Source: an optimization exercise on an open RTL-to-GDS flow (aim: small area, a short achievable clock period and few clock cycles). Production flows keep margins and buffers that such runs may drop.
At most, simulation tests tie the RTL to the original design; equivalence was not proved.
Power and IR drop assume default switching activity.

==> build 63 <==
## lab2
module lab2(
    input clk_i,
    input rst_i,
    input [7:0] a_i,
    input [7:0] b_i,
    input start_i,
    output wire busy_o,
    output wire [3:0] y_bo
);
==> module cuberoot, before the edit <==
module cuberoot(input [7:0] a_i, input [7:0] b_i, output [2:0] y);
wire n1;
wire n2;
wire n3;
wire n4;
wire n5;
wire n6;
wire n7;
wire n8;
wire n9;
wire n10;
wire n11;
wire n12;
wire n13;
wire n14;
wire n15;
wire n16;
wire n17;
wire n18;
wire n19;
wire n20;
wire n21;
wire n22;
wire n23;
wire n24;
wire n25;
wire n26;
wire n27;
wire n28;
wire n29;
wire n30;
wire n31;
wire n32;
wire n33;
wire n34;
wire n35;
wire n36;
wire n37;
wire n38;
wire n39;
wire n40;
wire n41;
wire n42;
wire n43;
wire n44;
wire n45;
wire n46;
wire n47;
wire n48;
wire n49;
wire n50;
wire n51;
wire n52;
wire n53;
wire n54;
wire n55;
wire n56;
wire n57;
wire n58;
wire n59;
wire n60;
wire n61;
wire n62;
wire n63;
wire n64;
wire n65;
wire n66;
wire n67;
wire n68;
wire n69;
wire n70;
wire n71;
wire n72;
wire n73;
wire n74;
wire n75;
wire n76;
wire n77;
wire n78;
wire n79;
wire n80;
wire n81;
wire n82;
wire n83;
wire n84;
wire n85;
assign n1 = ~b_i[6] & ~b_i[7];
assign n2 = ~a_i[3] & n1;
assign n3 = a_i[4] & ~n2;
assign n4 = a_i[3] & ~n1;
assign n5 = ~b_i[4] & ~b_i[5];
assign n6 = ~b_i[6] & n5;
assign n7 = b_i[6] & ~b_i[7];
assign n8 = ~n6 & ~n7;
assign n9 = a_i[2] & n8;
assign n10 = ~a_i[2] & ~n8;
assign n11 = ~n9 & ~n10;
assign n12 = ~b_i[2] & ~b_i[3];
assign n13 = ~b_i[4] & n12;
assign n14 = ~b_i[5] & b_i[6];
assign n15 = b_i[7] & ~n14;
assign n16 = n13 & ~n15;
assign n17 = ~b_i[5] & ~b_i[7];
assign n18 = ~b_i[6] & b_i[7];
assign n19 = ~n17 & ~n18;
assign n20 = ~n6 & ~n19;
assign n21 = ~n16 & ~n20;
assign n22 = ~a_i[1] & ~n21;
assign n23 = n11 & ~n22;
assign n24 = a_i[1] & n21;
assign n25 = n13 & ~n17;
assign n26 = ~b_i[4] & ~n6;
assign n27 = ~b_i[0] & ~b_i[1];
assign n28 = ~b_i[2] & n27;
assign n29 = ~b_i[3] & n28;
assign n30 = ~n26 & ~n29;
assign n31 = ~n25 & ~n30;
assign n32 = b_i[3] & ~n28;
assign n33 = b_i[5] & ~b_i[6];
assign n34 = ~n14 & ~n33;
assign n35 = ~n13 & n34;
assign n36 = ~n32 & n35;
assign n37 = ~n31 & ~n36;
assign n38 = ~n15 & ~n37;
assign n39 = b_i[6] & ~n29;
assign n40 = ~b_i[4] & ~n32;
assign n41 = ~n39 & n40;
assign n42 = b_i[5] & ~n41;
assign n43 = b_i[7] & ~n5;
assign n44 = ~n42 & n43;
assign n45 = ~n38 & ~n44;
assign n46 = a_i[0] & n45;
assign n47 = ~n24 & ~n46;
assign n48 = n23 & ~n47;
assign n49 = ~n9 & ~n48;
assign n50 = ~n4 & n49;
assign n51 = n3 & ~n50;
assign n52 = ~n11 & ~n24;
assign n53 = ~n48 & ~n52;
assign n54 = ~a_i[0] & ~n45;
assign n55 = ~n23 & n54;
assign n56 = n53 & ~n55;
assign n57 = ~n51 & ~n56;
assign n58 = ~a_i[4] & ~n4;
assign n59 = ~n3 & n49;
assign n60 = ~n58 & ~n59;
assign n61 = a_i[5] & a_i[6];
assign n62 = n60 & n61;
assign n63 = ~n57 & n62;
assign n64 = ~a_i[7] & ~n63;
assign n65 = ~a_i[5] & ~n60;
assign n66 = a_i[6] & a_i[7];
assign n67 = ~n65 & n66;
assign n68 = ~n64 & ~n67;
assign n69 = a_i[5] & n51;
assign n70 = ~a_i[6] & ~a_i[7];
assign y[2] = ~(~n69 & n70);
assign n71 = ~n11 & ~n22;
assign n72 = ~n54 & n71;
assign n73 = ~n53 & ~n72;
assign n74 = n60 & ~n73;
assign n75 = ~a_i[4] & ~a_i[5];
assign n76 = n2 & n75;
assign n77 = n49 & n76;
assign n78 = ~n74 & ~n77;
assign n79 = ~n11 & n22;
assign n80 = n54 & n79;
assign n81 = ~n78 & ~n80;
assign n82 = ~a_i[5] & ~n51;
assign n83 = ~n81 & n82;
assign n84 = ~y[2] & ~n83;
assign y[0] = ~(~n68 & ~n84);
assign n85 = ~y[2] & ~n77;
assign y[1] = ~(~n67 & ~n85);
endmodule
==> flow/config.mk <==
export PLATFORM = sky130hd
export DESIGN_NAME = lab2
export DESIGN_NICKNAME = lab2
export VERILOG_FILES = /design/flow/design.v
export SDC_FILE = /design/flow/constraint.sdc
export NUM_CORES = 4
export LEC_CHECK = 0
export CAP_MARGIN = 20
export CORE_AREA = 2 2 60 60
export CTS_CLUSTER_DIAMETER = 200
export CTS_CLUSTER_SIZE = 30
export DIE_AREA = 0 0 62 62
export SETUP_SLACK_MARGIN = 1.5
export SLEW_MARGIN = 20
==> flow/constraint.sdc <==
create_clock -name core_clock -period 5.0 [get_ports {clk_i}]
set_input_delay 1.0000 -clock core_clock [delete_from_list [all_inputs] [get_ports {clk_i}]]
set_output_delay 1.0000 -clock core_clock [all_outputs]
set_load 0.01 [all_outputs]
standard.sh (not shown) runs the stock make flow with config.mk's settings and CLKGATE_MAP_FILE= SYNTH_SCRIPT=/design/flow/synth_recipe.tcl, a recipe that flattens the netlist after the stock synthesis.
==> flow/flow/run.sh <==
#!/bin/bash
# The standard layout, with two changes: synthesis maps the logic with ABC's
# area-oriented &nf mapper (flow/abc.script) instead of ORFS's script, and the
# port buffers are plain buf_1 cells. Everything else, the registers included,
# is the standard synthesis and flow.
set -euo pipefail
work=$PWD
cat > $work/flow_synth.tcl <<EOT
proc abc {args} {
  set i [lsearch -exact \$args -script]
  if {\$i >= 0} { set args [lreplace \$args \$i [expr {\$i + 1}] -script $work/flow/abc.script] }
  yosys abc {*}\$args
}
source $work/synth_recipe.tcl
EOT
bash standard.sh SYNTH_SCRIPT=$work/flow_synth.tcl \
  "BUFFER_PORTS_ARGS=-buffer_cell sky130_fd_sc_hd__buf_1" finish > $work/flow.log 2>&1
==> flow/flow/abc.script <==
&get -n
&dch
&nf -R 1000
&put
topo
upsize
dnsize
==> trial 32: changes against build 63 <==
==> flow/design.v (replaced) <==
`timescale 1ns / 1ps
module mul;
endmodule
`timescale 1ns / 1ps
module cuberoot(input [7:0] a_i, input [7:0] b_i, output [2:0] y);
wire n1;
wire n2;
wire n3;
wire n4;
wire n5;
wire n6;
wire n7;
wire n8;
wire n9;
wire n10;
wire n11;
wire n12;
wire n13;
wire n14;
wire n15;
wire n16;
wire n17;
wire n18;
wire n19;
wire n20;
wire n21;
wire n22;
wire n23;
wire n24;
wire n25;
wire n26;
wire n27;
wire n28;
wire n29;
wire n30;
wire n31;
wire n32;
wire n33;
wire n34;
wire n35;
wire n36;
wire n37;
wire n38;
wire n39;
wire n40;
wire n41;
wire n42;
wire n43;
wire n44;
wire n45;
wire n46;
wire n47;
wire n48;
wire n49;
wire n50;
wire n51;
wire n52;
wire n53;
wire n54;
wire n55;
wire n56;
wire n57;
wire n58;
wire n59;
wire n60;
wire n61;
wire n62;
wire n63;
wire n64;
wire n65;
wire n66;
wire n67;
wire n68;
wire n69;
wire n70;
wire n71;
wire n72;
wire n73;
wire n74;
wire n75;
wire n76;
wire n77;
wire n78;
wire n79;
wire n80;
wire n81;
wire n82;
wire n83;
assign n1 = ~a_i[6] & ~a_i[7];
assign n2 = b_i[5] & b_i[7];
assign n3 = ~b_i[2] & ~b_i[3];
assign n4 = ~b_i[4] & n3;
assign n5 = ~n2 & n4;
assign n6 = ~b_i[6] & b_i[7];
assign n7 = n5 & ~n6;
assign n8 = ~b_i[4] & ~b_i[6];
assign n9 = ~b_i[5] & n8;
assign n10 = ~b_i[5] & ~b_i[7];
assign n11 = ~n6 & ~n10;
assign n12 = ~n9 & ~n11;
assign n13 = ~n7 & ~n12;
assign n14 = a_i[1] & n13;
assign n15 = ~b_i[0] & ~b_i[1];
assign n16 = ~b_i[2] & n15;
assign n17 = ~b_i[3] & n16;
assign n18 = b_i[4] & ~b_i[7];
assign n19 = ~n2 & ~n18;
assign n20 = ~n9 & n19;
assign n21 = ~n17 & ~n20;
assign n22 = b_i[4] & n2;
assign n23 = ~n21 & ~n22;
assign n24 = b_i[3] & ~n16;
assign n25 = ~b_i[6] & ~b_i[7];
assign n26 = ~b_i[5] & ~n25;
assign n27 = b_i[6] & ~b_i[7];
assign n28 = b_i[5] & ~n8;
assign n29 = ~n27 & n28;
assign n30 = ~n26 & ~n29;
assign n31 = ~n24 & n30;
assign n32 = ~n23 & ~n31;
assign n33 = n10 & ~n21;
assign n34 = n5 & ~n33;
assign n35 = ~n32 & ~n34;
assign n36 = a_i[0] & ~n35;
assign n37 = ~n14 & ~n36;
assign n38 = ~a_i[1] & ~n13;
assign n39 = ~n9 & ~n27;
assign n40 = a_i[2] & n39;
assign n41 = ~a_i[2] & ~n39;
assign n42 = ~n40 & ~n41;
assign n43 = ~n38 & n42;
assign n44 = ~n37 & n43;
assign n45 = ~a_i[3] & n25;
assign n46 = a_i[4] & ~n45;
assign n47 = a_i[3] & ~n25;
assign n48 = ~a_i[4] & ~n47;
assign n49 = ~n40 & ~n44;
assign n50 = ~n48 & ~n49;
assign n51 = ~n46 & ~n50;
assign n52 = ~n44 & ~n51;
assign n53 = ~n14 & ~n42;
assign n54 = ~a_i[0] & n35;
assign n55 = ~n38 & ~n54;
assign n56 = n53 & ~n55;
assign n57 = n52 & ~n56;
assign n58 = ~a_i[4] & n45;
assign n59 = n49 & n58;
assign n60 = n38 & ~n42;
assign n61 = n54 & n60;
assign n62 = n59 & ~n61;
assign n63 = ~n47 & n49;
assign n64 = n46 & ~n63;
assign n65 = ~a_i[5] & ~n64;
assign n66 = ~n62 & n65;
assign n67 = ~n57 & n66;
assign n68 = a_i[5] & n64;
assign n69 = ~n67 & ~n68;
assign n70 = n1 & ~n69;
assign n71 = ~a_i[5] & n51;
assign n72 = a_i[6] & a_i[7];
assign n73 = ~n71 & n72;
assign n74 = ~n53 & ~n54;
assign n75 = ~n43 & ~n74;
assign n76 = a_i[5] & ~n75;
assign n77 = n52 & n76;
assign n78 = a_i[6] & ~a_i[7];
assign n79 = ~n68 & n78;
assign n80 = ~n77 & n79;
assign n81 = ~n73 & ~n80;
assign y[0] = ~n70 & n81;
assign n82 = n59 & n71;
assign y[2] = ~(n1 & ~n68);
assign n83 = ~n73 & y[2];
assign y[1] = ~n82 & ~n83;
endmodule
`timescale 1ns / 1ps
module root;
endmodule
`timescale 1ns / 1ps
module lab2(
    input clk_i,
    input rst_i,
    input [7:0] a_i,
    input [7:0] b_i,
    input start_i,
    output wire busy_o,
    output wire [3:0] y_bo
);
wire [2:0] y_next;
reg  [2:0] y;
cuberoot cuberoot_inst (.a_i(a_i), .b_i(b_i), .y(y_next));
assign busy_o = 1'b0;
assign y_bo = {1'b0, y};
always @(posedge clk_i)
    if (start_i && !rst_i)
        y <= y_next;
endmodule
==> flow/flow/abc.script (replaced) <==
strash
dch
map -D 1700
topo
upsize -D 1700
dnsize -D 1700
CTS_CLUSTER_DIAMETER = unset   (was 200)
CTS_CLUSTER_SIZE = unset   (was 30)
==> comparison <==
In sequential power, trial 32 and build 63 hardly differ.
In sequential cell count, build 63 and trial 32 do not differ.
Non-clock buffer count is the same in trial 32 and build 63.
In build 63 the cell count is lower than in trial 32, by 10%.
Against build 63, the synthesized cell count of trial 32 is larger by about 26%.
Clock power: trial 32 is larger than build 63 (about 2%).
Count of clock-buffer cells in the layout is the same in trial 32 and build 63.
Against build 63, the design area of trial 32 is higher by 0.88%.
Against build 63, the first-iteration DRC count of trial 32 is smaller by 54%.
Between build 63 and trial 32, the lower core utilization is in build 63 (gap 0.15 points).
Of trial 32 and build 63, trial 32 has the higher area after synthesis (gap about 1.2%, measured against build 63).
Testbench counts of build 63, summed over its fixed seeds: cycles 3,200.
No functional check of the RTL was part of trial 32.

==> port drivers added, routing unchanged <==
The results above use ideal ports. As a check the final layouts listed here were re-extracted and re-timed, cells and wires unchanged.
Step 1 sets driving cells, clkbuf_16 on the clock port and buf_2 on the other inputs (assumed; they add their load-dependent delay and slew).
Step 2 moves the port delays by t, midway between the first and last clock arrival at a register: inputs arrive t later, outputs are due t later. That takes back most of the time a late clock gives input paths.
Three values: no drivers, after step 1, after step 2; two values: the first two.
run	t (ns)	slack for setup (ns)	worst setup path after step 2	worst register clock-pin slew, ns
build 63	0.246	2.070 / 2.066 / 1.819	input to register	0.04 / 0.04
trial 32	0.252	2.105 / 2.103 / 1.851	input to register	0.04 / 0.04
After both steps every run listed still meets setup and hold. For trial 32, which loses most, drivers alone change the setup slack by -0.002 ns; drivers and shift together by -0.254 ns.
